This design comes from an exercise in tuning for small area, a short achievable clock period and few clock cycles per item on the open sky130 flow, not from production work.
Function was checked by simulation only, so behaviour that the tests miss may differ from the original.
No activity file was given, so power comes from the tool's default toggle rates.

==> design/flow/design.v <==
module JAM (
    input CLK,
    input RST,
    output reg [2:0] W,
    output reg [2:0] J,
    input [6:0] Cost,
    output reg [3:0] MatchCount,
    output reg [9:0] MinCost,
    output Valid
);
localparam S_COL = 4'd0, S_ROW = 4'd1, S_RK1 = 4'd2, S_RK2 = 4'd3,
           S_RK3 = 4'd4, S_INIT = 4'd5, S_SRCH = 4'd6, S_DRAIN = 4'd7,
           S_FIN = 4'd8, S_DONE = 4'd9;
localparam K_TRY = 2'd0, K_LEAF = 2'd1, K_RR = 2'd2;
reg  [3:0]  st;
reg  [3:0]  pst;          
reg  [6:0]  v [0:7];      
reg  [6:0]  u [0:7];      
reg  [2:0]  z [0:7];      
reg  [3:0]  key [0:6];    
reg  [2:0]  rank [0:7];   
reg  [6:0]  m1, m2;       
reg  [2:0]  z1;           
reg         cf;           
reg         rk;           
reg         rk2;          
reg  [2:0]  rrow;         
reg  [3:0]  nkey;         
reg  [2:0]  k;            
reg  [7:0]  used;         
reg  [1:0]  kind;
reg  [2:0]  jstk [0:6];   
reg  [6:0]  creg;
reg  [7:0]  uvreg;        
reg  [2:0]  pw, pj;
reg  [2:0]  pkup, prow_up, pnchild;
reg  [7:0]  pused_up;
reg  [1:0]  pkind;
reg         pvld;
reg  [9:0]  bud;          
integer i;
assign Valid = (st == S_DONE);
function [3:0] next_job;
    input [7:0] m;        
    input [2:0] zr;
    input [2:0] a;        
    input       first;    
    reg   [7:0] mz;
    integer n;
    begin
        mz = m | (8'd1 << zr);
        next_job = 4'd8;
        if (first && !m[zr]) next_job = {1'b0, zr};
        else
            for (n = 7; n >= 0; n = n - 1)
                if (!mz[n] && (first || a == zr || n > a)) next_job = n;
    end
endfunction
function [2:0] row_at;
    input [2:0] x;
    input [23:0] rv;
    integer n;
    begin
        row_at = 3'd0;
        for (n = 0; n < 8; n = n + 1)
            if (rv[3*n +: 3] == x) row_at = n;
    end
endfunction
wire [23:0] rkv = {rank[7], rank[6], rank[5], rank[4], rank[3], rank[2], rank[1], rank[0]};
wire [6:0] cmin = (pw == 3'd0 || creg < m1) ? creg : m1;
wire [6:0] cv = creg - uvreg[6:0];      
wire       lt1 = cv < m1;
wire       lt2 = cv < m2;
wire       new1 = (pj == 3'd0) || lt1;
wire [6:0] gap = m2 - m1;
reg  [7:0] gt, ge;
always @(*) begin
    for (i = 0; i < 8; i = i + 1) begin
        gt[i] = (i < 7) && (i < rrow) && (nkey > key[i < 7 ? i : 0]);
        ge[i] = (i < 7) && (i < rrow) && !(nkey > key[i < 7 ? i : 0]);
    end
end
wire [2:0] nge = ge[0] + ge[1] + ge[2] + ge[3] + ge[4] + ge[5] + ge[6];
wire [6:0] r = creg - uvreg[6:0];       
wire       le = {3'd0, r} <= bud;
wire       lt = {3'd0, r} < bud;
wire       eq = {3'd0, r} == bud;
wire       push = pvld && (pkind == K_TRY) && le;
wire [2:0] kdn = k - 3'd1;
wire [2:0] row_dn = row_at(kdn, rkv);
wire [2:0] jdn = jstk[kdn];
wire [3:0] nsib = next_job(used, z[W], J, 1'b0);
wire       has_sib = (kind != K_LEAF) && !nsib[3];
wire [2:0] kup = k + 3'd1;
wire [2:0] row_up = row_at(kup, rkv);
wire [7:0] used_up = used | (8'd1 << J);
wire [3:0] nchild = next_job(used_up, z[row_up], 3'd0, 1'b1);
wire [2:0] row_0 = row_at(3'd0, rkv);
reg [2:0] sk, sW, sJ;
reg [7:0] sused;
reg [1:0] skind;
reg [3:0] sst;
always @(*) begin
    sk = k; sused = used; sW = W; sJ = J; skind = kind; sst = st;
    if (st == S_DRAIN) begin
        sst = S_FIN;
    end else if (has_sib) begin
        sJ = nsib[2:0];
        skind = K_TRY;
    end else if (k != 3'd0) begin
        sk = kdn;
        sused = used & ~(8'd1 << jdn);
        sW = row_dn;
        sJ = jdn;
        skind = K_RR;
    end else begin
        sst = S_DRAIN;
    end
end
always @(posedge CLK) begin
    creg <= Cost;
    uvreg <= ((st == S_ROW) ? 8'd0 : {1'b0, u[W]}) + {1'b0, v[J]};
    pw <= W;
    pj <= J;
    pkup <= kup;
    prow_up <= row_up;
    pnchild <= nchild[2:0];
    pused_up <= used_up;
    pkind <= kind;
    pst <= st;
    if (RST) begin
        st <= S_COL;
        pst <= S_DONE;
        W <= 3'd0;
        J <= 3'd0;
        MinCost <= 10'd0;
        MatchCount <= 4'd0;
        rk <= 1'b0;
        rk2 <= 1'b0;
        cf <= 1'b0;
        pvld <= 1'b0;
    end else begin
        rk <= 1'b0;
        cf <= 1'b0;
        if (pst == S_COL) begin
            m1 <= cmin;
            if (pw == 3'd7) begin
                v[pj] <= cmin;
                cf <= 1'b1;
            end
        end
        if (cf) MinCost <= MinCost + m1;
        if (pst == S_ROW) begin
            if (new1) begin
                m1 <= cv;
                z1 <= pj;
            end
            m2 <= (pj == 3'd0) ? 7'd127 : lt1 ? m1 : lt2 ? cv : m2;
            if (pj == 3'd7) begin
                rk <= 1'b1;
                rrow <= pw;
            end
        end
        if (rk) begin
            u[rrow] <= m1;
            z[rrow] <= z1;
            MinCost <= MinCost + m1;
            nkey <= (gap > 7'd15) ? 4'd15 : gap[3:0];
        end
        rk2 <= rk;
        if (rk2) begin
            for (i = 0; i < 8; i = i + 1)
                if (gt[i]) rank[i] <= rank[i] + 3'd1;
            rank[rrow] <= nge;
            if (rrow != 3'd7) key[rrow] <= nkey;
        end
        if ((st == S_SRCH || st == S_DRAIN) && pvld) begin
            case (pkind)
            K_TRY:  if (le) bud <= bud - r;
            K_LEAF: if (lt) begin
                        bud <= {3'd0, r};
                        MatchCount <= 4'd1;
                    end else if (eq)
                        MatchCount <= MatchCount + 4'd1;
            default: bud <= bud + r;
            endcase
        end
        if (push) jstk[pkup - 3'd1] <= pj;
        case (st)
        S_COL: begin
            W <= W + 3'd1;
            if (W == 3'd7) begin
                J <= J + 3'd1;
                if (J == 3'd7) st <= S_ROW;
            end
        end
        S_ROW: begin
            J <= J + 3'd1;
            if (J == 3'd7) begin
                W <= W + 3'd1;
                if (W == 3'd7) st <= S_RK1;
            end
        end
        S_RK1: st <= S_RK2;
        S_RK2: st <= S_RK3;
        S_RK3: st <= S_INIT;
        S_INIT: begin
            st <= S_SRCH;
            W <= row_0;
            J <= z[row_0];
            k <= 3'd0;
            used <= 8'd0;
            kind <= K_TRY;
            bud <= 10'd1023;
            MatchCount <= 4'd0;
            pvld <= 1'b0;
        end
        S_SRCH, S_DRAIN: begin
            if (push) begin
                k <= pkup;
                used <= pused_up;
                W <= prow_up;
                J <= pnchild;
                kind <= (pkup == 3'd7) ? K_LEAF : K_TRY;
                pvld <= 1'b0;
                st <= S_SRCH;
            end else begin
                k <= sk;
                used <= sused;
                W <= sW;
                J <= sJ;
                kind <= skind;
                pvld <= 1'b1;
                st <= sst;
            end
        end
        S_FIN: begin
            MinCost <= MinCost + bud;
            st <= S_DONE;
        end
        default: ;
        endcase
    end
end
endmodule
==> design/flow/run.sh <==
#!/bin/bash
# synth_recipe.tcl (not shown) runs the flow's synth.tcl, then flattens the netlist and writes it again
# the make line also repeats each setting of config.mk as NAME=value (left out here)
make -C /OpenROAD-flow-scripts/flow DESIGN_CONFIG=/design/flow/config.mk WORK_HOME=/design/flow/orfs CLKGATE_MAP_FILE= SYNTH_SCRIPT=/design/flow/synth_recipe.tcl finish
==> design/flow/config.mk <==
export PLATFORM = sky130hd
export DESIGN_NAME = JAM
export DESIGN_NICKNAME = JAM
export VERILOG_FILES = /design/flow/design.v
export SDC_FILE = /design/flow/constraint.sdc
export NUM_CORES = 4
export LEC_CHECK = 0
export ABC_AREA = 1
export CAP_MARGIN = 5
export CORE_MARGIN = 2
export CORE_UTILIZATION = 40
export PLACE_DENSITY = 0.6
export SETUP_SLACK_MARGIN = 5
export SLEW_MARGIN = 5
==> design/flow/constraint.sdc <==
create_clock -name core_clock -period 9.0 [get_ports {CLK}]
set_input_delay 1.8000 -clock core_clock [delete_from_list [all_inputs] [get_ports {CLK}]]
set_output_delay 1.8000 -clock core_clock [all_outputs]
set_load 0.01 [all_outputs]
==> results of run 1 <==
critical path: cells and delay by family:
kind,cells,cell delay [ps]
simple gates,3,890
buf+inv,5,1500
stage by stage:
| step | setup WS (ps) | instance area [µm²] | hold slack (ps) | util |
|---|---|---|---|---|
| floorplan | 5070 | 17700 | 348 | - |
| global placement | 4310 | 18700 | 405 | 0.425 |
| detailed placement | 4080 | 18700 | 401 | 0.425 |
| CTS | 4870 | 20200 | 424 | 0.459 |
| global route | 4810 | 20500 | 443 | 0.467 |
| finish | 4970 | 20500 | 430 | 0.467 |
metal layers:
layer  wire, µm  global-route usage  share of wire  up-vias
li1           -                   -              -     6788
met1      20800               0.268           0.45     6738
met2      21800               0.322           0.47      451
met3       2660              0.0330          0.057       93
met4       1510              0.0775          0.032        0
met5          0                   0              0        -
logic make-up after synthesis:
logic type | Yosys count | synth area share
AOI/OAI and AO/OA | 432 | 0.140
xor gates and xnor gates | 46 | 0.0231
adders and majority gates | 123 | 0.0910
buffers and inverters | 301 | 0.0657
DFF | 330 | 0.515
muxes | 1 | 0.000564
and+or+nand+nor | 704 | 0.164
cell usage after synthesis (3+ instances only):
cell type / instances
nand2_1: 354
edfxtp_1: 253
inv_1: 234
nor2_1: 200
o21ai_0: 184
ha_1: 113
a21oi_1: 110
nand3_1: 88
dfxtp_1: 77
clkbuf_1: 31
xor2_1: 26
o21ai_1: 25
nor3_1: 24
xnor2_1: 19
o211ai_1: 18
inv_2: 17
a31oi_1: 12
nand2_2: 11
o21bai_1: 11
fa_1: 10
o22ai_1: 10
a211oi_1: 9
a32o_1: 7
o2111ai_1: 7
o31ai_1: 7
nand4_1: 6
o221ai_1: 6
a221oi_1: 5
buf_1: 5
buf_2: 5
or2_2: 5
a21o_1: 4
clkinv_1: 4
nand3_2: 4
a32oi_1: 3
buf_6: 3
o21ai_2: 3
repair_timing:
item,in CTS,in global routing
pin swaps,4,26
buffers inserted,14,19
resized for setup,43,64
endpoints found under the hold margin,0,0
endpoints found under the setup margin,174,176
state kept, by name, indices dropped and copies added (netlist names), 8 cells and up, named ones only:
| name | flops |
|---|---|
| u | 56 |
| v | 56 |
| key | 28 |
| z | 24 |
| jstk | 21 |
| rank | 21 |
| MinCost | 10 |
| bud | 10 |
| pused_up | 8 |
| used | 8 |
how the worst min path moves through the flow:
stage          startpoint       end  slack (ps)
2_1_floorplan     kind[0]  pkind[0]         350
3_3_place_gp      kind[0]  pkind[0]         410
3_5_place_dp      kind[1]  pkind[1]         400
4_1_cts           kind[1]  pkind[1]         420
5_1_grt           kind[1]  pkind[1]         440
6_report          kind[1]  pkind[1]         430
power by group through the flow:
| stage | Clock [µW] | Sequential [µW] | Combinational (µW) |
|---|---|---|---|
| 6_report | 1490 | 1720 | 850 |
| 3_5_place_dp | 0 | 1750 | 686 |
| 4_1_cts | 1520 | 1720 | 765 |
| 2_1_floorplan | 0 | 1740 | 517 |
| 3_3_place_gp | 0 | 1750 | 670 |
| 5_1_grt | 1590 | 1720 | 947 |
layout make-up:
| type | count | area share |
|---|---|---|
| sequential | 330 | 0.445 |
| multi-input combinational | 1306 | 0.379 |
| clock buffer | 50 | 0.0514 |
| clock inverter | 19 | 0.00725 |
| tap | 592 | 0.0360 |
| timing repair buffer | 81 | 0.0339 |
| inverter | 255 | 0.0472 |
==> flow_results.xml, run 1 <==
<?xml version="1.0" encoding="UTF-8"?>
<metrics>
  <group name="logic_synthesis">
    <metric name="synthArstFlopShare" unit="">0</metric>
    <metric name="synth_seq_area_share" unit="">0.515</metric>
    <metric name="post_synth_main_area_contributors" unit="">edfxtp_1 (43%), dfxtp_1 (8.7%), ha_1 (8.0%)</metric>
    <metric name="synth_cells" unit="">1937</metric>
    <metric name="postSynthNetCount" unit="">2069</metric>
    <metric name="synth.cell_area" unit="µm²">17700</metric>
    <metric name="synth_largest_area_cell" unit="">edfxtp_1</metric>
    <metric name="synth_warnings" unit="">1</metric>
    <metric name="avgSynthCellArea" unit="µm²">9.16</metric>
    <metric name="dominant_synthesized_flop_cell" unit="">edfxtp_1</metric>
    <metric name="synth-seq-cells" unit="">330</metric>
    <metric name="synth.top_cell.area_share" unit="">0.428</metric>
    <metric name="post_synth_num_cell_types" unit="">57</metric>
    <metric name="synth_enable_flop_cells" unit="">253</metric>
  </group>
  <group name="clock_tree">
    <metric name="clk_pin_slew_worst_paths" unit="ps">60</metric>
    <metric name="cts_max_level" unit="">2</metric>
    <metric name="ctsHoldBuffers" unit="">0</metric>
    <metric name="clk_latency" unit="ps">560</metric>
    <metric name="cts_buffer_depth" unit="">3</metric>
    <metric name="cts_made_buffers" unit="">38</metric>
    <metric name="clockRootBuffer" unit="">clkbuf_16</metric>
    <metric name="tritoncts" unit="">done</metric>
    <metric name="cts.sinks" unit="">330</metric>
  </group>
  <group name="routing">
    <metric name="vias_per_instance" unit="">5.34</metric>
    <metric name="detail-route-antenna-nets" unit="">0</metric>
    <metric name="drt-wirelength-per-cell" unit="µm">17.8</metric>
    <metric name="detail_route.wirelength" unit="µm">46800</metric>
    <metric name="drt_iter0_drc" unit="">1263</metric>
    <metric name="drt-pass1-iter-count" unit="">5</metric>
    <metric name="detailroute.via_count" unit="">14100</metric>
    <metric name="remaining_drc_errors" unit="">0</metric>
  </group>
  <group name="layout">
    <metric name="seqCellArea" unit="µm²">9140</metric>
    <metric name="layout_commonest_cell" unit="">nand2_1</metric>
    <metric name="antenna_cells_inserted" unit="">0</metric>
    <metric name="finish.net_count" unit="">2144</metric>
    <metric name="highest_count_cells_in_the_layout_ignoring_fill_and_taps" unit="">nand2_1 (353), edfxtp_1 (253), inv_1 (221)</metric>
    <metric name="layout-drive-gt1-share" unit="">0.116</metric>
    <metric name="final_cell_count_no_fill" unit="">2633</metric>
    <metric name="syn2layout_area_growth" unit="%">15.8</metric>
    <metric name="area_taken_by_multi_input_logic_gates" unit="µm²">7790</metric>
    <metric name="filler_cell_count" unit="">4211</metric>
  </group>
  <group name="worst_setup_path">
    <metric name="end_kind" unit="">flop</metric>
    <metric name="reg2regPathDepth" unit="">25</metric>
    <metric name="ff2ff_setup_slack" unit="ps">5100</metric>
    <metric name="path_max_fanout" unit="">18</metric>
    <metric name="crit_chain" unit="">clkdlybuf4s50_1 -&gt; buf_4 -&gt; inv_1 -&gt; buf_4 -&gt; nand2_1 -&gt; inv_1 -&gt; nand2_1 -&gt; nor2_2</metric>
    <metric name="cp_data_arrival_time" unit="ps">4210</metric>
    <metric name="critical_path.slowest_cell" unit="">nor2_2</metric>
    <metric name="worstReg2RegEnd" unit="">J[2]</metric>
    <metric name="crit_path_end" unit="">z[5][2]</metric>
    <metric name="cpPeakStageDelay" unit="ps">480</metric>
    <metric name="timing.critical_path.from_type" unit="">input pin</metric>
    <metric name="worstReg2RegStart" unit="">creg[0]</metric>
    <metric name="worstSetupPathType" unit="">input pin to flop</metric>
    <metric name="crit_start" unit="">RST</metric>
    <metric name="cp_required" unit="ps">9180</metric>
  </group>
  <group name="power">
    <metric name="share_clk_of_total_power" unit="">0.367</metric>
    <metric name="pwr-share-seq" unit="">0.424</metric>
    <metric name="comb_power_share" unit="">0.209</metric>
    <metric name="p_int" unit="µW">2870</metric>
    <metric name="sw_frac_of_total" unit="">0.293</metric>
    <metric name="switchingPower" unit="µW">1190</metric>
    <metric name="p_total" unit="µW">4060</metric>
    <metric name="max-vdd-ir-drop" unit="mV">0.138</metric>
    <metric name="power.static_leakage" unit="µW">0.00839</metric>
    <metric name="pwr_density_cell" unit="nW/µm²">198</metric>
  </group>
  <group name="floorplanning">
    <metric name="die_w" unit="µm">215</metric>
    <metric name="initial_core_util" unit="">0.403</metric>
    <metric name="die_h" unit="µm">215</metric>
    <metric name="fp.dieArea" unit="µm²">46000</metric>
    <metric name="floorplan.io_pins" unit="">30</metric>
    <metric name="placeableCoreArea" unit="µm²">44000</metric>
    <metric name="placementRows" unit="">77</metric>
  </group>
  <group name="sta">
    <metric name="totalNegativeSetupSlack" unit="ps">0</metric>
    <metric name="max-slew-margin-rel" unit="">0.157</metric>
    <metric name="grt_setup_unrepaired" unit="">true</metric>
    <metric name="setup_viol_count_final" unit="">0</metric>
    <metric name="finalHoldViolCount" unit="">0</metric>
    <metric name="finalWorstPathRequiredPeriod" unit="ps">4030</metric>
    <metric name="worst_slew_pin_slew" unit="ps">1250</metric>
    <metric name="post-route-period-util" unit="">0.447</metric>
    <metric name="clock.fmax" unit="MHz">248</metric>
    <metric name="final-max-slew-violation-count" unit="">0</metric>
    <metric name="final.setup_skew" unit="ps">25.9</metric>
  </group>
  <group name="place">
    <metric name="port-buffer-count" unit="">29</metric>
    <metric name="globalplace.congestion" unit="">0.884</metric>
    <metric name="placed_cells" unit="">2531</metric>
    <metric name="hpwlAfterDp" unit="µm">33300</metric>
  </group>
  <group name="global_route">
    <metric name="pin_count_of_the_biggest_net_entering_global_routing" unit="">44</metric>
    <metric name="globalRouteTotalUtil" unit="">0.199</metric>
    <metric name="globalRouteOverflowTotal" unit="">0</metric>
    <metric name="grt_first_pass_wirelength" unit="µm">72700</metric>
    <metric name="first_global_vias" unit="">13200</metric>
    <metric name="initial_antenna_violation_count" unit="">0</metric>
  </group>
  <group name="job">
    <metric name="maxCapViolCount" unit="">0</metric>
  </group>
  <group name="min_path">
    <metric name="hold_path.class" unit="">flop to flop</metric>
    <metric name="whs_path_depth" unit="">0</metric>
  </group>
  <group name="status">
    <metric name="status" unit="">finished clean</metric>
  </group>
</metrics>
Testbench counts, summed over its fixed seeds: cycles 3,785, jobs 12.
==> inputs of run 2 (changes only) <==
--- a/design/flow/config.mk
+++ b/design/flow/config.mk
@@ -8,7 +8,7 @@
 export ABC_AREA = 1
 export CAP_MARGIN = 5
 export CORE_MARGIN = 2
-export CORE_UTILIZATION = 40
-export PLACE_DENSITY = 0.6
+export CORE_UTILIZATION = 65
+export PLACE_DENSITY = 0.8
 export SETUP_SLACK_MARGIN = 5
 export SLEW_MARGIN = 5
==> run 2 against run 1 <==
Clock skew increased by 0.61 ps. Cell count decreased by 9.2%. Combinational power increased by 8.4%. Clock power about the same. Non-clock buffer count increased by 12. Critical path depth increased by 19. Largest cell class unchanged. Synthesized cell count unchanged. Fmax increased by 0.49%. Count of clock-buffer cells in the layout decreased by 4.
==> flow_results.xml, run 2 <==
<?xml version="1.0" encoding="UTF-8"?>
<metrics>
  <group name="status">
    <metric name="status" unit="">finished clean</metric>
  </group>
  <group name="logic_synthesis">
    <metric name="synth_cells" unit="">1937</metric>
    <metric name="synthArstFlopShare" unit="">0</metric>
    <metric name="synth.top_cell.area_share" unit="">0.428</metric>
    <metric name="synth-seq-cells" unit="">330</metric>
    <metric name="synth_seq_area_share" unit="">0.515</metric>
    <metric name="synth_largest_area_cell" unit="">edfxtp_1</metric>
    <metric name="synth_top_cells_by_count" unit="">nand2_1 (354), edfxtp_1 (253), inv_1 (234)</metric>
    <metric name="post_synth_main_area_contributors" unit="">edfxtp_1 (43%), dfxtp_1 (8.7%), ha_1 (8.0%)</metric>
    <metric name="dominant_synthesized_flop_cell" unit="">edfxtp_1</metric>
    <metric name="post_synth_num_cell_types" unit="">57</metric>
    <metric name="synth.cell_area" unit="µm²">17700</metric>
    <metric name="avgSynthCellArea" unit="µm²">9.16</metric>
    <metric name="postSynthNetCount" unit="">2069</metric>
    <metric name="synth_warnings" unit="">1</metric>
    <metric name="post-synth-top-count-cell" unit="">nand2_1</metric>
    <metric name="synth_enable_flop_cells" unit="">253</metric>
  </group>
  <group name="place">
    <metric name="globalplace.congestion" unit="">0.981</metric>
    <metric name="placement.cell_area" unit="µm²">18300</metric>
    <metric name="hpwlAfterDp" unit="µm">32100</metric>
    <metric name="port-buffer-count" unit="">29</metric>
    <metric name="placed_cells" unit="">2274</metric>
  </group>
  <group name="power">
    <metric name="power.static_leakage" unit="µW">0.00841</metric>
    <metric name="pwr_density_cell" unit="nW/µm²">203</metric>
    <metric name="p_int" unit="µW">2920</metric>
    <metric name="comb_power_share" unit="">0.223</metric>
    <metric name="pwr-share-seq" unit="">0.417</metric>
    <metric name="switchingPower" unit="µW">1200</metric>
    <metric name="sw_frac_of_total" unit="">0.292</metric>
    <metric name="max-vdd-ir-drop" unit="mV">0.175</metric>
    <metric name="share_clk_of_total_power" unit="">0.359</metric>
  </group>
  <group name="global_route">
    <metric name="globalRouteTotalUtil" unit="">0.325</metric>
    <metric name="pin_count_of_the_biggest_net_entering_global_routing" unit="">44</metric>
    <metric name="first_global_vias" unit="">14000</metric>
    <metric name="initial_antenna_violation_count" unit="">0</metric>
    <metric name="grt_first_pass_wirelength" unit="µm">72600</metric>
    <metric name="globalRouteOverflowTotal" unit="">0</metric>
  </group>
  <group name="sta">
    <metric name="grt_setup_unrepaired" unit="">true</metric>
    <metric name="final-max-slew-violation-count" unit="">0</metric>
    <metric name="max-slew-margin-rel" unit="">0.168</metric>
    <metric name="finalHoldViolCount" unit="">0</metric>
    <metric name="clock.fmax" unit="MHz">250</metric>
    <metric name="worst_slew_pin_slew" unit="ps">1240</metric>
    <metric name="totalNegativeSetupSlack" unit="ps">0</metric>
    <metric name="finalWorstPathRequiredPeriod" unit="ps">4010</metric>
    <metric name="setup_viol_count_final" unit="">0</metric>
    <metric name="final.setup_skew" unit="ps">26.5</metric>
    <metric name="post-route-period-util" unit="">0.445</metric>
  </group>
  <group name="clock_tree">
    <metric name="clockRootBuffer" unit="">clkbuf_16</metric>
    <metric name="ctsHoldBuffers" unit="">0</metric>
    <metric name="tritoncts" unit="">done</metric>
    <metric name="cts_buffer_depth" unit="">3</metric>
    <metric name="cts_made_buffers" unit="">36</metric>
    <metric name="cts.sinks" unit="">330</metric>
    <metric name="cts_max_level" unit="">2</metric>
    <metric name="clk_latency" unit="ps">540</metric>
    <metric name="clk_pin_slew_worst_paths" unit="ps">60</metric>
  </group>
  <group name="worst_setup_path">
    <metric name="cp_data_arrival_time" unit="ps">4410</metric>
    <metric name="reg2regPathDepth" unit="">27</metric>
    <metric name="timing.critical_path.from_type" unit="">flop</metric>
    <metric name="cp_required" unit="ps">9400</metric>
    <metric name="path_max_fanout" unit="">7</metric>
    <metric name="end_kind" unit="">flop</metric>
    <metric name="worstSetupPathType" unit="">flop to flop</metric>
  </group>
  <group name="layout">
    <metric name="postLayoutCellArea" unit="µm²">20300</metric>
    <metric name="utilization" unit="">0.757</metric>
    <metric name="layout-drive-gt1-share" unit="">0.119</metric>
    <metric name="highest_count_cells_in_the_layout_ignoring_fill_and_taps" unit="">nand2_1 (352), edfxtp_1 (253), inv_1 (220)</metric>
    <metric name="syn2layout_area_growth" unit="%">14.7</metric>
    <metric name="final_cell_count_no_fill" unit="">2392</metric>
    <metric name="largest_registers" unit="">u (56), v (56), key (28)</metric>
    <metric name="finish.net_count" unit="">2155</metric>
    <metric name="antenna_cells_inserted" unit="">0</metric>
    <metric name="layout_commonest_cell" unit="">nand2_1</metric>
  </group>
  <group name="floorplanning">
    <metric name="die_h" unit="µm">169</metric>
    <metric name="fp.dieArea" unit="µm²">28600</metric>
    <metric name="placeableCoreArea" unit="µm²">26900</metric>
    <metric name="floorplan.io_pins" unit="">30</metric>
    <metric name="placementRows" unit="">60</metric>
    <metric name="initial_core_util" unit="">0.660</metric>
    <metric name="die_w" unit="µm">169</metric>
  </group>
  <group name="routing">
    <metric name="remaining_drc_errors" unit="">0</metric>
    <metric name="detail_route.wirelength" unit="µm">47400</metric>
    <metric name="detail-route-antenna-nets" unit="">0</metric>
    <metric name="drt-pass1-iter-count" unit="">8</metric>
    <metric name="drt-wirelength-per-cell" unit="µm">19.8</metric>
    <metric name="drt_iter0_drc" unit="">1603</metric>
    <metric name="vias_per_instance" unit="">6.06</metric>
    <metric name="detailroute.via_count" unit="">14500</metric>
  </group>
  <group name="job">
    <metric name="maxCapViolCount" unit="">0</metric>
  </group>
  <group name="min_path">
    <metric name="whs_path_depth" unit="">0</metric>
    <metric name="hold_path.class" unit="">flop to flop</metric>
  </group>
</metrics>
[run 2: timing repair]
item / CTS / global route
endpoints found under the hold margin: 0 / 0
setup endpoints to repair: 235 / 155
buffers inserted: 20 / 30
gates resized for setup: 40 / 71
cloned: 0 / 2
pin swaps: 8 / 32
[run 2: cell type report]
| cell class | count | area [µm²] |
|---|---|---|
| clock buffer | 46 | 948 |
| clock inverter | 20 | 239 |
| fill | 1793 | 6540 |
| inverter | 255 | 977 |
| multi-input combinational | 1306 | 7800 |
| sequential | 330 | 9150 |
| tap | 341 | 427 |
| timing repair buffer | 93 | 802 |
| timing repair inverter | 1 | 5.00 |
[run 2: cell families after synthesis]
family,after synthesis,share of synthesized area
buffers and inverters,301,0.0657
adder cells (fa/ha/maj),123,0.0910
AND/OR/NAND/NOR,704,0.164
AO/OA/AOI/OAI,432,0.140
multiplexers,1,0.000564
XOR/XNOR,46,0.0231
flip-flops,330,0.515
[run 2: power groups by stage]
stage                     Combinational (µW)  Clock, µW  Sequential [µW]
after floorplan                          517          0             1740
after detailed placement                 683          0             1750
after global placement                   665          0             1750
after CTS                                776       1480             1720
final                                    921       1480             1720
after global routing                    1000       1540             1720
[run 2: final timing paths]
check / endpoint / start / slack (ps)
hold reg to reg: pw[1] / W[1] / 460
setup reg to reg: flop / creg[0] / 4990
hold / removal: pw[1] / W[1] / 460
setup / recovery: flop / creg[0] / 4990
[run 2: routing by layer]
layer,part of all wire,track usage,up-vias
li1,-,-,6802
met1,0.39,0.410,6809
met2,0.49,0.557,756
met3,0.082,0.0483,139
met4,0.041,0.151,0
met5,0,0,-
[run 2: worst max-delay path: stages, from the launching register on]
cell	delay, ps
dfxtp_2	330
inv_2	60
ha_4	120
inv_2	40
fa_2	390
a21oi_2	160
o21ai_2	90
a21o_1	190
a21oi_2	160
xnor2_2	170
inv_2	100
ha_4	320
inv_4	40
a211oi_2	170
a21boi_2	240
nand3_2	140
nand3_4	130
inv_4	50
nor2_4	140
clkinv_4	140
nor2_4	140
nand2_2	80
nand2_4	90
nor2_1	50
nand2_1	130
nand2_1	60
nand2_1	80
a21oi_2	50
[run 2: per-stage QoR]
stage               total power (µW)  worst slack, ps  hold WS [ps]
finish                          4120             4990           464
detailed placement              2430             3830           435
CTS                             3980             4940           447
global placement                2410             4000           440
floorplan                       2250             5070           348
global route                    4270             4840           470
==> inputs of run 3 (changes only) <==
==> design/flow/config.mk (replaced) <==
export PLATFORM = sky130hd
export DESIGN_NAME = JAM
export DESIGN_NICKNAME = JAM
export VERILOG_FILES = /design/flow/design.v
export SDC_FILE = /design/flow/constraint.sdc
export NUM_CORES = 4
export LEC_CHECK = 0
export ABC_AREA = 1
export CAP_MARGIN = 20
export CORE_MARGIN = 2
export CORE_UTILIZATION = 55
export PLACE_DENSITY = 0.7
export SETUP_SLACK_MARGIN = 5
export SLEW_MARGIN = 20
==> run 3 against run 2 <==
Flip-flop and latch count did not move. Total power down 4.1%. Non-clock buffer count fell by 17. Design area is 0.91% lower. Critical path depth down 20. Critical path type is now input pin to flop.
==> flow_results.xml, run 3 <==
<?xml version="1.0" encoding="UTF-8"?>
<metrics>
  <group name="power">
    <metric name="max-vdd-ir-drop" unit="mV">0.172</metric>
    <metric name="switchingPower" unit="µW">1160</metric>
    <metric name="comb_power_share" unit="">0.212</metric>
    <metric name="power.static_leakage" unit="µW">0.00830</metric>
    <metric name="sw_frac_of_total" unit="">0.294</metric>
    <metric name="pwr-share-seq" unit="">0.434</metric>
    <metric name="pwr_density_cell" unit="nW/µm²">196</metric>
    <metric name="share_clk_of_total_power" unit="">0.354</metric>
    <metric name="p_int" unit="µW">2790</metric>
    <metric name="p_total" unit="µW">3950</metric>
  </group>
  <group name="logic_synthesis">
    <metric name="muxShareOfSynthArea" unit="">0.000564</metric>
    <metric name="synthArstFlopShare" unit="">0</metric>
    <metric name="synth_largest_area_cell" unit="">edfxtp_1</metric>
    <metric name="dominant_synthesized_flop_cell" unit="">edfxtp_1</metric>
    <metric name="synth_enable_flop_cells" unit="">253</metric>
    <metric name="adder_cell_share_of_the_synthesized_area" unit="">0.0910</metric>
    <metric name="post_synth_xor_area_fraction" unit="">0.0231</metric>
    <metric name="synth.cell_area" unit="µm²">17700</metric>
    <metric name="post_synth_main_area_contributors" unit="">edfxtp_1 (43%), dfxtp_1 (8.7%), ha_1 (8.0%)</metric>
    <metric name="post_synth_num_cell_types" unit="">57</metric>
    <metric name="synth_warnings" unit="">1</metric>
    <metric name="postSynthNetCount" unit="">2069</metric>
    <metric name="dominant_combinational_cell_family_by_area_after_synthesis" unit="">simple AND/OR/NAND/NOR gates</metric>
    <metric name="synth.top_cell.area_share" unit="">0.428</metric>
    <metric name="synthSimpleGateAreaFrac" unit="">0.164</metric>
    <metric name="post-synth-top-count-cell" unit="">nand2_1</metric>
    <metric name="synth-seq-cells" unit="">330</metric>
    <metric name="synth_top_cells_by_count" unit="">nand2_1 (354), edfxtp_1 (253), inv_1 (234)</metric>
    <metric name="synth_cells" unit="">1937</metric>
    <metric name="synth_seq_area_share" unit="">0.515</metric>
    <metric name="synth_area_in_compound_gates" unit="">0.140</metric>
    <metric name="avgSynthCellArea" unit="µm²">9.16</metric>
  </group>
  <group name="layout">
    <metric name="utilization" unit="">0.637</metric>
    <metric name="layout_commonest_cell" unit="">nand2_1</metric>
    <metric name="layout-drive-gt1-share" unit="">0.107</metric>
    <metric name="largest_registers" unit="">u (56), v (56), key (28)</metric>
    <metric name="finish.net_count" unit="">2137</metric>
    <metric name="area_taken_by_multi_input_logic_gates" unit="µm²">7780</metric>
    <metric name="highest_count_cells_in_the_layout_ignoring_fill_and_taps" unit="">nand2_1 (352), edfxtp_1 (253), inv_1 (223)</metric>
    <metric name="filler_cell_count" unit="">2550</metric>
    <metric name="seqCellArea" unit="µm²">9140</metric>
    <metric name="syn2layout_area_growth" unit="%">13.6</metric>
  </group>
  <group name="routing">
    <metric name="detail_route.wirelength" unit="µm">44800</metric>
    <metric name="drt_iter0_drc" unit="">1080</metric>
    <metric name="detail-route-antenna-nets" unit="">0</metric>
    <metric name="drt-pass1-iter-count" unit="">5</metric>
    <metric name="remaining_drc_errors" unit="">0</metric>
    <metric name="detailroute.via_count" unit="">13900</metric>
    <metric name="vias_per_instance" unit="">5.71</metric>
    <metric name="drt-wirelength-per-cell" unit="µm">18.4</metric>
  </group>
  <group name="sta">
    <metric name="totalNegativeSetupSlack" unit="ps">0</metric>
    <metric name="max-slew-margin-rel" unit="">0.242</metric>
    <metric name="worst_slew_pin_slew" unit="ps">1130</metric>
    <metric name="setup_viol_count_final" unit="">0</metric>
    <metric name="post-route-period-util" unit="">0.438</metric>
    <metric name="final-max-slew-violation-count" unit="">0</metric>
    <metric name="finalWorstPathRequiredPeriod" unit="ps">3940</metric>
    <metric name="clock.fmax" unit="MHz">254</metric>
    <metric name="slack_of_the_critical_path" unit="ps">5060</metric>
    <metric name="final.setup_skew" unit="ps">25.0</metric>
    <metric name="finalHoldViolCount" unit="">0</metric>
    <metric name="grt_setup_unrepaired" unit="">true</metric>
  </group>
  <group name="clock_tree">
    <metric name="cts_buffer_depth" unit="">3</metric>
    <metric name="ctsHoldBuffers" unit="">0</metric>
    <metric name="cts_made_buffers" unit="">36</metric>
    <metric name="cts.sinks" unit="">330</metric>
    <metric name="tritoncts" unit="">done</metric>
    <metric name="clockRootBuffer" unit="">clkbuf_16</metric>
    <metric name="cts_max_level" unit="">2</metric>
    <metric name="clk_pin_slew_worst_paths" unit="ps">60</metric>
    <metric name="clk_latency" unit="ps">550</metric>
  </group>
  <group name="worst_setup_path">
    <metric name="path_max_fanout" unit="">29</metric>
    <metric name="crit_chain" unit="">dlygate4sd2_1 -&gt; inv_1 -&gt; buf_4 -&gt; nand2_1 -&gt; nor2_1 -&gt; inv_1 -&gt; o31ai_1</metric>
    <metric name="worst_path_most_repeated_cell" unit="">inv_1</metric>
    <metric name="cp_data_arrival_time" unit="ps">4110</metric>
    <metric name="end_kind" unit="">flop</metric>
    <metric name="worstReg2RegStart" unit="">nkey[1]</metric>
    <metric name="cpPeakStageDelay" unit="ps">610</metric>
    <metric name="critical_path.slowest_cell" unit="">nor2_1</metric>
    <metric name="crit_family" unit="">buffers and inverters</metric>
    <metric name="crit_buf_inv" unit="">4</metric>
    <metric name="worstSetupPathType" unit="">input pin to flop</metric>
    <metric name="timing.critical_path.from_type" unit="">input pin</metric>
    <metric name="crit_start" unit="">RST</metric>
    <metric name="cp_required" unit="ps">9170</metric>
  </group>
  <group name="global_route">
    <metric name="pin_count_of_the_biggest_net_entering_global_routing" unit="">44</metric>
    <metric name="first_global_vias" unit="">13200</metric>
    <metric name="globalRouteOverflowTotal" unit="">0</metric>
    <metric name="initial_antenna_violation_count" unit="">1</metric>
    <metric name="globalRouteTotalUtil" unit="">0.266</metric>
    <metric name="grt_first_pass_wirelength" unit="µm">70000</metric>
  </group>
  <group name="floorplanning">
    <metric name="initial_core_util" unit="">0.561</metric>
    <metric name="die_h" unit="µm">184</metric>
    <metric name="placementRows" unit="">65</metric>
    <metric name="die_w" unit="µm">184</metric>
    <metric name="placeableCoreArea" unit="µm²">31600</metric>
    <metric name="fp.dieArea" unit="µm²">33700</metric>
    <metric name="floorplan.io_pins" unit="">30</metric>
  </group>
  <group name="status">
    <metric name="status" unit="">finished clean</metric>
  </group>
  <group name="place">
    <metric name="detailedPlace.worstSlack" unit="ps">3860</metric>
    <metric name="hpwlAfterDp" unit="µm">31800</metric>
    <metric name="port-buffer-count" unit="">29</metric>
    <metric name="globalplace.congestion" unit="">0.923</metric>
  </group>
  <group name="job">
    <metric name="maxCapViolCount" unit="">0</metric>
  </group>
  <group name="min_path">
    <metric name="hold_path.class" unit="">flop to flop</metric>
    <metric name="holdCritStartpoint" unit="">MinCost[9]</metric>
  </group>
</metrics>
## run 3: cell types whose count changed in the layout (fill, tap and decap cells not counted), sizes merged
| cell | change |
|---|---|
| diode | +1 |
| clkdlybuf4s50 | -1 |
| bufinv | -3 |
| dlygate4sd2 | +1 |
| inv | +5 |
| clkinvlp | -4 |
| clkbuf | +1 |
| buf | -18 |
## run 3: power groups by stage
| stage | Clock (µW) | Sequential, µW | Combinational [µW] |
|---|---|---|---|
| floorplan | 0 | 1740 | 517 |
| global placement | 0 | 1750 | 672 |
| detailed placement | 0 | 1750 | 690 |
| CTS | 1420 | 1720 | 760 |
| global route | 1480 | 1720 | 927 |
| finish | 1400 | 1720 | 837 |
## run 3: logic make-up (layout without fill, tap and decap cells)
kind of cell,count (synthesis),in the layout
other,0,1
XOR/XNOR,46,46
AND/OR/NAND/NOR,704,704
buffers and inverters,301,396
flip-flops,330,330
AO/OA/AOI/OAI,432,432
adder cells (fa/ha/maj),123,123
multiplexers,1,1
## run 3: metrics by stage
stage | hold slack (ps) | instance area (µm²) | std cells
floorplan | 348 | 17700 | 1937
global placement | 424 | 18400 | 2335
detailed placement | 419 | 18400 | 2336
CTS | 445 | 19800 | 2421
global route | 453 | 20200 | 2435
finish | 451 | 20200 | 2435
## run 3: area by class of cell
cell class,instances,area share
multi-input cells,1306,0.386
inverters,255,0.0481
clock buffers,46,0.0476
flip-flops and latches,330,0.454
clock inverters,19,0.00776
repair buffers,76,0.0319
diodes,1,0.000124
well taps,402,0.0250
## run 3: what timing repair did
item | 4_1_cts | 5_1_grt
endpoints found under the hold margin | 0 | 0
setup endpoints to repair | 142 | 95
buffers inserted | 20 | 12
pin swaps | 5 | 19
gates resized for setup | 32 | 60
## run 3: worst paths after layout
check	to	slack, ps	depth (start not counted)
max	rank[2][0]	5060	7
max reg2reg	rank[4][1]	5130	15
min	MinCost[9]	450	1
min reg2reg	MinCost[9]	450	1
## run 3: routing by layer
| metal | vias up | track usage | part of all wire |
|---|---|---|---|
| met3 | 102 | 0.0376 | 0.061 |
| met5 | - | 0 | 0 |
| met1 | 6534 | 0.349 | 0.43 |
| li1 | 6772 | - | - |
| met4 | 0 | 0.0835 | 0.027 |
| met2 | 486 | 0.458 | 0.48 |
==> inputs of run 4 (changes only) <==
==> design/flow/flow/run.sh (new file) <==
#!/bin/bash
set -euo pipefail
MARGIN=${MARGIN:-7}
sed "s/SETUP_SLACK_MARGIN=[0-9.]*/SETUP_SLACK_MARGIN=${MARGIN}/" standard.sh > standard_margin.sh
grep -q "SETUP_SLACK_MARGIN=${MARGIN}" standard_margin.sh
bash standard_margin.sh > flow.log 2>&1
==> design/flow/standard.sh (new file) <==
#!/bin/bash
# synth_recipe.tcl (not shown) runs the flow's synth.tcl, then flattens the netlist and writes it again
# the make line also repeats each setting of config.mk as NAME=value (left out here)
make -C /OpenROAD-flow-scripts/flow DESIGN_CONFIG=/design/flow/config.mk WORK_HOME=/design/flow/orfs CLKGATE_MAP_FILE= SYNTH_SCRIPT=/design/flow/synth_recipe.tcl "${@:-finish}"
removed: design/flow/run.sh
==> run 4 against run 3 <==
Still clean on timing, DRC and antenna. Clock power is 4% higher. Non-clock buffer count is 235 higher. Register-to-register slack worse by 130 ps. Die area stayed put.
==> flow_results.xml, run 4 <==
<?xml version="1.0" encoding="UTF-8"?>
<metrics>
  <group name="clock_tree">
    <metric name="clk_latency" unit="ps">540</metric>
    <metric name="clockRootBuffer" unit="">clkbuf_16</metric>
    <metric name="cts_max_level" unit="">2</metric>
    <metric name="ctsHoldBuffers" unit="">0</metric>
    <metric name="clk_pin_slew_worst_paths" unit="ps">70</metric>
    <metric name="cts_made_buffers" unit="">36</metric>
    <metric name="cts.sinks" unit="">330</metric>
    <metric name="cts_buffer_depth" unit="">3</metric>
    <metric name="tritoncts" unit="">done</metric>
  </group>
  <group name="routing">
    <metric name="detail_route.wirelength" unit="µm">58600</metric>
    <metric name="drt_iter0_drc" unit="">1462</metric>
    <metric name="drt-wirelength-per-cell" unit="µm">21.9</metric>
    <metric name="detail-route-antenna-nets" unit="">0</metric>
    <metric name="detailroute.via_count" unit="">16000</metric>
    <metric name="remaining_drc_errors" unit="">0</metric>
    <metric name="drt-pass1-iter-count" unit="">9</metric>
    <metric name="vias_per_instance" unit="">5.98</metric>
  </group>
  <group name="sta">
    <metric name="totalNegativeSetupSlack" unit="ps">0</metric>
    <metric name="clock.fmax" unit="MHz">250</metric>
    <metric name="post-route-period-util" unit="">0.445</metric>
    <metric name="max-slew-margin-rel" unit="">0.301</metric>
    <metric name="final.setup_skew" unit="ps">20.6</metric>
    <metric name="finalHoldViolCount" unit="">0</metric>
    <metric name="grt_setup_unrepaired" unit="">true</metric>
    <metric name="fin_worst_hold_slack" unit="ps">507</metric>
    <metric name="worst_slew_pin_slew" unit="ps">1050</metric>
    <metric name="setup_viol_count_final" unit="">0</metric>
    <metric name="finalWorstPathRequiredPeriod" unit="ps">4000</metric>
    <metric name="final-max-slew-violation-count" unit="">0</metric>
  </group>
  <group name="min_path">
    <metric name="holdPathEnd" unit="">pkind[1]</metric>
    <metric name="holdCritStartpoint" unit="">kind[1]</metric>
    <metric name="whs_path_depth" unit="">0</metric>
    <metric name="hold_path.class" unit="">flop to flop</metric>
  </group>
  <group name="floorplanning">
    <metric name="die_w" unit="µm">184</metric>
    <metric name="die_h" unit="µm">184</metric>
    <metric name="floorplan.io_pins" unit="">30</metric>
    <metric name="initial_core_util" unit="">0.561</metric>
    <metric name="fp.dieArea" unit="µm²">33700</metric>
    <metric name="placeableCoreArea" unit="µm²">31600</metric>
    <metric name="placementRows" unit="">65</metric>
  </group>
  <group name="logic_synthesis">
    <metric name="synth.top_cell.area_share" unit="">0.428</metric>
    <metric name="post_synth_num_cell_types" unit="">57</metric>
    <metric name="synthArstFlopShare" unit="">0</metric>
    <metric name="postSynthNetCount" unit="">2069</metric>
    <metric name="synth_warnings" unit="">1</metric>
    <metric name="synth_enable_flop_cells" unit="">253</metric>
    <metric name="post_synth_main_area_contributors" unit="">edfxtp_1 (43%), dfxtp_1 (8.7%), ha_1 (8.0%)</metric>
    <metric name="synth_area_in_compound_gates" unit="">0.140</metric>
    <metric name="synth_largest_area_cell" unit="">edfxtp_1</metric>
    <metric name="synth_seq_area_share" unit="">0.515</metric>
    <metric name="synth_top_cells_by_count" unit="">nand2_1 (354), edfxtp_1 (253), inv_1 (234)</metric>
    <metric name="post_synth_xor_area_fraction" unit="">0.0231</metric>
    <metric name="synth.cell_area" unit="µm²">17700</metric>
    <metric name="dominant_combinational_cell_family_by_area_after_synthesis" unit="">simple AND/OR/NAND/NOR gates</metric>
    <metric name="adder_cell_share_of_the_synthesized_area" unit="">0.0910</metric>
    <metric name="post-synth-top-count-cell" unit="">nand2_1</metric>
    <metric name="synth-seq-cells" unit="">330</metric>
    <metric name="avgSynthCellArea" unit="µm²">9.16</metric>
    <metric name="dominant_synthesized_flop_cell" unit="">edfxtp_1</metric>
    <metric name="muxShareOfSynthArea" unit="">0.000564</metric>
    <metric name="synth_cells" unit="">1937</metric>
    <metric name="synthSimpleGateAreaFrac" unit="">0.164</metric>
  </group>
  <group name="power">
    <metric name="switchingPower" unit="µW">1440</metric>
    <metric name="max-vdd-ir-drop" unit="mV">0.160</metric>
    <metric name="share_clk_of_total_power" unit="">0.317</metric>
    <metric name="p_int" unit="µW">3150</metric>
    <metric name="pwr_density_cell" unit="nW/µm²">185</metric>
    <metric name="comb_power_share" unit="">0.310</metric>
    <metric name="power.static_leakage" unit="µW">0.0101</metric>
    <metric name="sw_frac_of_total" unit="">0.313</metric>
    <metric name="pwr-share-seq" unit="">0.372</metric>
  </group>
  <group name="layout">
    <metric name="finish.net_count" unit="">2380</metric>
    <metric name="highest_count_cells_in_the_layout_ignoring_fill_and_taps" unit="">nand2_1 (293), edfxtp_1 (253), inv_1 (181)</metric>
    <metric name="layout-drive-gt1-share" unit="">0.355</metric>
    <metric name="layout_commonest_cell" unit="">nand2_1</metric>
    <metric name="filler_cell_count" unit="">1837</metric>
    <metric name="largest_registers" unit="">u (56), v (56), key (28)</metric>
    <metric name="syn2layout_area_growth" unit="%">39.8</metric>
  </group>
  <group name="worst_setup_path">
    <metric name="cp_required" unit="ps">9460</metric>
    <metric name="end_kind" unit="">flop</metric>
    <metric name="reg2regPathDepth" unit="">26</metric>
    <metric name="worstReg2RegEnd" unit="">W[1]</metric>
    <metric name="worstSetupPathType" unit="">flop to flop</metric>
    <metric name="worstReg2RegStart" unit="">creg[0]</metric>
    <metric name="ff2ff_setup_slack" unit="ps">5000</metric>
    <metric name="path_max_fanout" unit="">5</metric>
    <metric name="cp_data_arrival_time" unit="ps">4470</metric>
    <metric name="timing.critical_path.from_type" unit="">flop</metric>
  </group>
  <group name="global_route">
    <metric name="globalRouteTotalUtil" unit="">0.319</metric>
    <metric name="globalRouteOverflowTotal" unit="">0</metric>
    <metric name="first_global_vias" unit="">15400</metric>
    <metric name="pin_count_of_the_biggest_net_entering_global_routing" unit="">39</metric>
    <metric name="grt_first_pass_wirelength" unit="µm">82900</metric>
    <metric name="grt.met1_usage" unit="">0.384</metric>
    <metric name="initial_antenna_violation_count" unit="">2</metric>
    <metric name="grt_busiest_layer" unit="">met2</metric>
    <metric name="use_met2" unit="">0.558</metric>
    <metric name="fraction_of_met3_tracks_used_by_global_routing" unit="">0.0547</metric>
  </group>
  <group name="status">
    <metric name="status" unit="">finished clean</metric>
  </group>
  <group name="place">
    <metric name="port-buffer-count" unit="">29</metric>
    <metric name="globalplace.congestion" unit="">0.917</metric>
    <metric name="hpwlAfterDp" unit="µm">32600</metric>
  </group>
  <group name="job">
    <metric name="maxCapViolCount" unit="">0</metric>
  </group>
</metrics>
## run 4: cell counts after synthesis
Identical to the previous run, type by type.
## run 4: layout make-up
cell class / count / area (µm²) / area share
Sequential cell: 330 / 9210 / 0.371
Clock buffer: 51 / 1010 / 0.0406
Tap cell: 402 / 503 / 0.0203
Inverter: 255 / 1080 / 0.0436
Timing Repair inverter: 3 / 37.5 / 0.00151
Timing Repair Buffer: 311 / 3150 / 0.127
Clock inverter: 15 / 136 / 0.00550
Antenna cell: 1 / 2.50 / 0.000101
Multi-Input combinational cell: 1311 / 9670 / 0.390
## run 4: worst max path at each step
stage,startpoint,endpoint,slack (ps),cells past startpoint
finish,creg[0],W[1],5000,26
global route,creg[1],W[1],4830,26
CTS,creg[0],J[1],5230,25
detailed placement,uvreg[0],J[1],4290,21
global placement,creg[0],J[1],4520,22
floorplan,creg[0],st[0],5430,26
## run 4: timing repair
action,in CTS,in global routing
setup buffers,189,82
pin swaps,111,128
resized for setup,374,276
endpoints found under the setup margin,442,436
cloned,13,0
## run 4: cells by family (layout without fill, tap and decap cells)
group,Yosys count,count (layout)
buffers and inverters,301,635
adders and majority gates,123,123
DFF,330,330
AOI/OAI and AO/OA,432,433
and+or+nand+nor,704,708
muxes,1,1
xor gates and xnor gates,46,46
other,0,1
## run 4: power groups by stage
| stage | registers (µW) | clock network [µW] | logic, µW |
|---|---|---|---|
| 6_report | 1710 | 1460 | 1420 |
| 3_3_place_gp | 1750 | 0 | 735 |
| 3_5_place_dp | 1750 | 0 | 747 |
| 4_1_cts | 1700 | 1440 | 1080 |
| 2_1_floorplan | 1740 | 0 | 602 |
| 5_1_grt | 1710 | 1520 | 1500 |
## run 4: worst max-delay path, stage by stage, from the launching register on
cell and delay, ps:
dfxtp_2 320, inv_2 70, ha_4 140, inv_2 50
fa_2 350, a21oi_2 160, o21ai_2 90, a21o_1 180
a21oi_2 180, xnor2_2 180, inv_2 90, ha_4 330
inv_4 40, a211oi_2 200, a21boi_4 260, nand3_4 140
nand3_4 120, inv_4 50, nor2_4 170, buf_6 150
buf_12 100, nand2_4 50, o2111ai_2 80, o21ai_1 110
nand2_1 110, nand2_2 80, nor2_4 110
## run 4: stage by stage
stage	total power [µW]	utilization	setup slack [ps]	cells	instance area [µm²]
floorplan	2340	-	5430	1937	18600
global placement	2490	0.603	4520	2328	19100
detailed placement	2500	0.603	4290	2328	19100
CTS	4230	0.730	5230	2596	23100
global route	4730	0.784	4830	2678	24800
finish	4590	0.784	5000	2679	24800
## run 4: routing by layer
layer / up-vias / part of all wire
met5: - / 0
met4: 0 / 0.058
met3: 245 / 0.077
met2: 834 / 0.50
met1: 7657 / 0.37
li1: 7297 / -
==> inputs of run 5 (changes only) <==
--- a/design/flow/design.v
+++ b/design/flow/design.v
@@ -14,8 +14,8 @@
 localparam K_TRY = 2'd0, K_LEAF = 2'd1, K_RR = 2'd2;
 reg  [3:0]  st;
 reg  [3:0]  pst;          
-reg  [6:0]  v [0:7];      
-reg  [6:0]  u [0:7];      
+reg  [5:0]  v [0:7];      
+reg  [5:0]  u [0:7];      
 reg  [2:0]  z [0:7];      
 reg  [3:0]  key [0:6];    
 reg  [2:0]  rank [0:7];   
@@ -31,7 +31,7 @@
 reg  [1:0]  kind;
 reg  [2:0]  jstk [0:6];   
 reg  [6:0]  creg;
-reg  [7:0]  uvreg;        
+reg  [6:0]  uvreg;        
 reg  [2:0]  pw, pj;
 reg  [2:0]  pkup, prow_up, pnchild;
 reg  [7:0]  pused_up;
@@ -68,7 +68,9 @@
 endfunction
 wire [23:0] rkv = {rank[7], rank[6], rank[5], rank[4], rank[3], rank[2], rank[1], rank[0]};
 wire [6:0] cmin = (pw == 3'd0 || creg < m1) ? creg : m1;
-wire [6:0] cv = creg - uvreg[6:0];      
+wire [6:0] cv = creg - uvreg;           
+wire [5:0] m1s = (m1 > 7'd63) ? 6'd63 : m1[5:0];
+wire [5:0] cmins = (cmin > 7'd63) ? 6'd63 : cmin[5:0];
 wire       lt1 = cv < m1;
 wire       lt2 = cv < m2;
 wire       new1 = (pj == 3'd0) || lt1;
@@ -81,7 +83,7 @@
     end
 end
 wire [2:0] nge = ge[0] + ge[1] + ge[2] + ge[3] + ge[4] + ge[5] + ge[6];
-wire [6:0] r = creg - uvreg[6:0];       
+wire [6:0] r = creg - uvreg;            
 wire       le = {3'd0, r} <= bud;
 wire       lt = {3'd0, r} < bud;
 wire       eq = {3'd0, r} == bud;
@@ -119,7 +121,7 @@
 end
 always @(posedge CLK) begin
     creg <= Cost;
-    uvreg <= ((st == S_ROW) ? 8'd0 : {1'b0, u[W]}) + {1'b0, v[J]};
+    uvreg <= ((st == S_ROW) ? 7'd0 : {1'b0, u[W]}) + {1'b0, v[J]};
     pw <= W;
     pj <= J;
     pkup <= kup;
@@ -145,11 +147,11 @@
         if (pst == S_COL) begin
             m1 <= cmin;
             if (pw == 3'd7) begin
-                v[pj] <= cmin;
+                v[pj] <= cmins;
                 cf <= 1'b1;
             end
         end
-        if (cf) MinCost <= MinCost + m1;
+        if (cf) MinCost <= MinCost + m1s;
         if (pst == S_ROW) begin
             if (new1) begin
                 m1 <= cv;
@@ -162,9 +164,9 @@
             end
         end
         if (rk) begin
-            u[rrow] <= m1;
+            u[rrow] <= m1s;
             z[rrow] <= z1;
-            MinCost <= MinCost + m1;
+            MinCost <= MinCost + m1s;
             nkey <= (gap > 7'd15) ? 4'd15 : gap[3:0];
         end
         rk2 <= rk;
==> design/flow/flow/run.sh (replaced) <==
#!/bin/bash
set -euo pipefail
MARGIN=${MARGIN:-6}
sed "s/SETUP_SLACK_MARGIN=[0-9.]*/SETUP_SLACK_MARGIN=${MARGIN}/" standard.sh > standard_margin.sh
grep -q "SETUP_SLACK_MARGIN=${MARGIN}" standard_margin.sh
bash standard_margin.sh > flow.log 2>&1
==> run 5 against run 4 <==
Via count fell by 6.9%. Worst setup slack better by 160 ps. Design area fell by 11%. Fmax increased by 4.1%. Sequential power down 5%. Global-route usage is 2.1 points lower. Synthesized cell count down 1.2%. Synthesized area decreased by 1.9%. Combinational power down about 20%. Total power shrank 8.0%. Sequential share of layout area rose by 2.1 points. Clock skew grew 4.4 ps. Critical path type unchanged.
==> flow_results.xml, run 5 <==
<?xml version="1.0" encoding="UTF-8"?>
<metrics>
  <group name="clock_tree">
    <metric name="clk_latency" unit="ps">540</metric>
    <metric name="cts_made_buffers" unit="">35</metric>
    <metric name="clk_pin_slew_worst_paths" unit="ps">60</metric>
    <metric name="cts_buffer_depth" unit="">3</metric>
    <metric name="cts_max_level" unit="">2</metric>
    <metric name="cts.sinks" unit="">314</metric>
    <metric name="ctsHoldBuffers" unit="">0</metric>
    <metric name="tritoncts" unit="">done</metric>
    <metric name="clockRootBuffer" unit="">clkbuf_16</metric>
  </group>
  <group name="worst_setup_path">
    <metric name="worstReg2RegStart" unit="">creg[0]</metric>
    <metric name="cpPeakStageDelay" unit="ps">400</metric>
    <metric name="crit_start" unit="">creg[0]</metric>
    <metric name="cp_required" unit="ps">9300</metric>
    <metric name="worst_path_most_repeated_cell" unit="">inv_2</metric>
    <metric name="end_kind" unit="">flop</metric>
    <metric name="worstSetupPathType" unit="">flop to flop</metric>
    <metric name="reg2regPathDepth" unit="">23</metric>
    <metric name="timing.critical_path.from_type" unit="">flop</metric>
    <metric name="critical_path.slowest_cell" unit="">a221oi_4</metric>
    <metric name="path_max_fanout" unit="">7</metric>
    <metric name="crit_chain" unit="">inv_2 -&gt; ha_4 -&gt; inv_2 -&gt; buf_4 -&gt; buf_4 -&gt; nand3_2 -&gt; nand2_1 -&gt; nand2_1 -&gt; nand2_1 -&gt; a21oi_2 -&gt; xor2_2 -&gt; inv_2 -&gt; ha_4 -&gt; inv_2 -&gt; a21oi_2 -&gt; inv_2 -&gt; a221oi_4 -&gt; inv_1 -&gt; o21ai_2 -&gt; nand2_1 -&gt; o211ai_1 -&gt; a21oi_4 -&gt; clkbuf_16</metric>
    <metric name="cp_data_arrival_time" unit="ps">4150</metric>
  </group>
  <group name="routing">
    <metric name="detail-route-antenna-nets" unit="">0</metric>
    <metric name="remaining_drc_errors" unit="">0</metric>
    <metric name="detail_route.wirelength" unit="µm">51600</metric>
    <metric name="drt-pass1-iter-count" unit="">5</metric>
    <metric name="detailroute.via_count" unit="">14900</metric>
    <metric name="drt_iter0_drc" unit="">1488</metric>
    <metric name="drt-wirelength-per-cell" unit="µm">20.5</metric>
    <metric name="vias_per_instance" unit="">5.92</metric>
  </group>
  <group name="place">
    <metric name="globalplace.congestion" unit="">0.895</metric>
    <metric name="placement.cell_area" unit="µm²">18400</metric>
    <metric name="placed_cells" unit="">2309</metric>
    <metric name="hpwlAfterDp" unit="µm">33200</metric>
    <metric name="port-buffer-count" unit="">29</metric>
    <metric name="detailedPlace.worstSlack" unit="ps">4690</metric>
  </group>
  <group name="floorplanning">
    <metric name="die_w" unit="µm">182</metric>
    <metric name="placementRows" unit="">65</metric>
    <metric name="floorplan.io_pins" unit="">30</metric>
    <metric name="fp.dieArea" unit="µm²">33100</metric>
    <metric name="die_h" unit="µm">182</metric>
    <metric name="placeableCoreArea" unit="µm²">31300</metric>
    <metric name="initial_core_util" unit="">0.556</metric>
  </group>
  <group name="sta">
    <metric name="totalNegativeSetupSlack" unit="ps">0</metric>
    <metric name="post-route-period-util" unit="">0.428</metric>
    <metric name="grt_setup_unrepaired" unit="">true</metric>
    <metric name="worst_slew_pin_slew" unit="ps">851</metric>
    <metric name="clock.fmax" unit="MHz">260</metric>
    <metric name="setup_viol_count_final" unit="">0</metric>
    <metric name="final.setup_skew" unit="ps">25.0</metric>
    <metric name="finalHoldViolCount" unit="">0</metric>
    <metric name="slack_of_the_critical_path" unit="ps">5150</metric>
    <metric name="max-slew-margin-rel" unit="">0.432</metric>
    <metric name="finalWorstPathRequiredPeriod" unit="ps">3850</metric>
    <metric name="final-max-slew-violation-count" unit="">0</metric>
  </group>
  <group name="power">
    <metric name="pwr_density_cell" unit="nW/µm²">190</metric>
    <metric name="max-vdd-ir-drop" unit="mV">0.192</metric>
    <metric name="power.static_leakage" unit="µW">0.00910</metric>
  </group>
  <group name="job">
    <metric name="maxCapViolCount" unit="">0</metric>
  </group>
  <group name="global_route">
    <metric name="initial_antenna_violation_count" unit="">1</metric>
    <metric name="globalRouteOverflowTotal" unit="">0</metric>
    <metric name="pin_count_of_the_biggest_net_entering_global_routing" unit="">39</metric>
    <metric name="globalRouteTotalUtil" unit="">0.298</metric>
    <metric name="first_global_vias" unit="">14400</metric>
    <metric name="grt_first_pass_wirelength" unit="µm">77100</metric>
  </group>
  <group name="logic_synthesis">
    <metric name="post_synth_main_area_contributors" unit="">edfxtp_1 (41%), dfxtp_1 (8.9%), ha_1 (8.2%)</metric>
    <metric name="synth.cell_area" unit="µm²">17400</metric>
    <metric name="dominant_synthesized_flop_cell" unit="">edfxtp_1</metric>
    <metric name="synth_largest_area_cell" unit="">edfxtp_1</metric>
    <metric name="synthArstFlopShare" unit="">0</metric>
    <metric name="synth_cells" unit="">1914</metric>
    <metric name="synth.top_cell.area_share" unit="">0.409</metric>
    <metric name="post-synth-top-count-cell" unit="">nand2_1</metric>
    <metric name="synth_seq_area_share" unit="">0.498</metric>
    <metric name="synth_enable_flop_cells" unit="">237</metric>
    <metric name="post_synth_num_cell_types" unit="">57</metric>
    <metric name="avgSynthCellArea" unit="µm²">9.09</metric>
    <metric name="synth-seq-cells" unit="">314</metric>
    <metric name="postSynthNetCount" unit="">2047</metric>
    <metric name="synth_top_cells_by_count" unit="">nand2_1 (359), edfxtp_1 (237), inv_1 (237)</metric>
    <metric name="synth_warnings" unit="">1</metric>
  </group>
  <group name="layout">
    <metric name="postLayoutCellArea" unit="µm²">22200</metric>
    <metric name="layout_commonest_cell" unit="">nand2_1</metric>
    <metric name="final_cell_count_no_fill" unit="">2523</metric>
    <metric name="layout-drive-gt1-share" unit="">0.256</metric>
    <metric name="highest_count_cells_in_the_layout_ignoring_fill_and_taps" unit="">nand2_1 (322), edfxtp_1 (237), inv_1 (201)</metric>
    <metric name="largest_registers" unit="">u (48), v (48), key (28)</metric>
    <metric name="finish.net_count" unit="">2226</metric>
    <metric name="syn2layout_area_growth" unit="%">27.5</metric>
  </group>
  <group name="min_path">
    <metric name="holdCritStartpoint" unit="">kind[1]</metric>
    <metric name="whs_path_depth" unit="">0</metric>
    <metric name="hold_path.class" unit="">flop to flop</metric>
  </group>
  <group name="status">
    <metric name="status" unit="">finished clean</metric>
  </group>
</metrics>
-- run 5: changes by cell type after synthesis, moves of 5 or more --
cell	previous run	this run
buf_1	5	0
edfxtp_1	253	237
inv_2	17	9
nand2_1	354	359
nand2_4	1	8
nand3_1	88	112
nor2_1	200	185
o21ai_0	184	156
o21ai_1	25	18
o21ai_2	3	10
xor2_1	26	19
-- run 5: report_power, final --
part | leakage [µW] | switching [µW] | total (µW) | internal [µW]
Clock | 0.000571 | 610 | 1470 | 856
Combinational | 0.00580 | 671 | 1140 | 466
Sequential | 0.00273 | 17.6 | 1620 | 1600
Total | 0.00910 | 1300 | 4220 | 2920
-- run 5: layout make-up --
type	instances	area (µm²)
fillers	2220	9130
multi-input cells	1305	8960
flip-flops and latches	314	8700
repair buffers	183	1790
inverters	251	1030
clock buffers	41	918
well taps	402	503
clock inverters	23	260
repair inverters	3	22.5
diodes	1	2.50
-- run 5: kinds of logic after synthesis --
logic type | count (synthesis) | synth area share
adders and majority gates | 124 | 0.0935
buffers and inverters | 296 | 0.0680
AOI/OAI and AO/OA | 398 | 0.133
and+or+nand+nor | 741 | 0.186
xor gates and xnor gates | 41 | 0.0224
DFF | 314 | 0.498
-- run 5: routing by layer --
metal	GRT usage	routed length (µm)
met5	0	0
met4	0.116	2300
met3	0.0521	4260
met2	0.497	24600
met1	0.388	20500
-- run 5: metrics by stage --
stage / total power (µW) / hold slack [ps] / utilization
after floorplan: 2160 / 348 / -
after global placement: 2320 / 373 / 0.587
after detailed placement: 2340 / 378 / 0.587
after CTS: 3990 / 387 / 0.679
after global routing: 4360 / 403 / 0.708
final: 4220 / 398 / 0.708
-- run 5: worst paths after layout --
kind / end / slack, ps
setup / recovery: bud[1] / 5150
hold reg to reg: pkind[1] / 400
setup reg to reg: bud[1] / 5150
hold / removal: pkind[1] / 400
-- run 5: critical path, delay by kind of cell (launching register included) --
| family | cells | cell delay [ps] |
|---|---|---|
| compound gates | 6 | 1290 |
| buf+inv | 9 | 930 |
| fa+ha+maj | 2 | 430 |
| simple gates | 5 | 420 |
| flops | 1 | 320 |
| xor+xnor | 1 | 200 |
-- run 5: timing repair --
item                                   in CTS  in global routing
gates cloned                                3                  6
setup endpoints to repair                 383                217
pin swaps                                  76                 57
gates resized for setup                   238                166
endpoints found under the hold margin       0                  0
buffers inserted                           97                 43
Testbench counts of run 5, summed over its fixed seeds: cycles 3,785, jobs 12.

port drivers added, routing unchanged:
The results above use ideal ports. As a check the final layouts listed here were re-extracted and re-timed, cells and wires unchanged. Step 1, drivers: a clkbuf_16 drives CLK and a buf_2 each remaining input, both assumed. Step 2 also shifts input and output timing later by t, the mid clock arrival at the registers, as if the neighbouring blocks saw the same clock. Three values: no drivers, after step 1, after step 2; two values: the first two.
run | t, ns | setup slack, ns | worst register clock-pin slew, ns
run 1 | 0.601 | 4.974 / 4.980 / 4.379 | 0.06 / 0.06
run 2 | 0.578 | 4.994 / 4.994 / 4.617 | 0.07 / 0.07
run 3 | 0.585 | 5.061 / 5.059 / 4.474 | 0.06 / 0.06
run 4 | 0.584 | 4.995 / 4.995 / 4.995 | 0.07 / 0.07
run 5 | 0.584 | 5.151 / 5.151 / 5.151 | 0.06 / 0.06
After both steps every run listed still meets setup and hold. For run 1, which loses most, drivers alone change the setup slack by +0.006 ns; drivers and shift together by -0.595 ns.
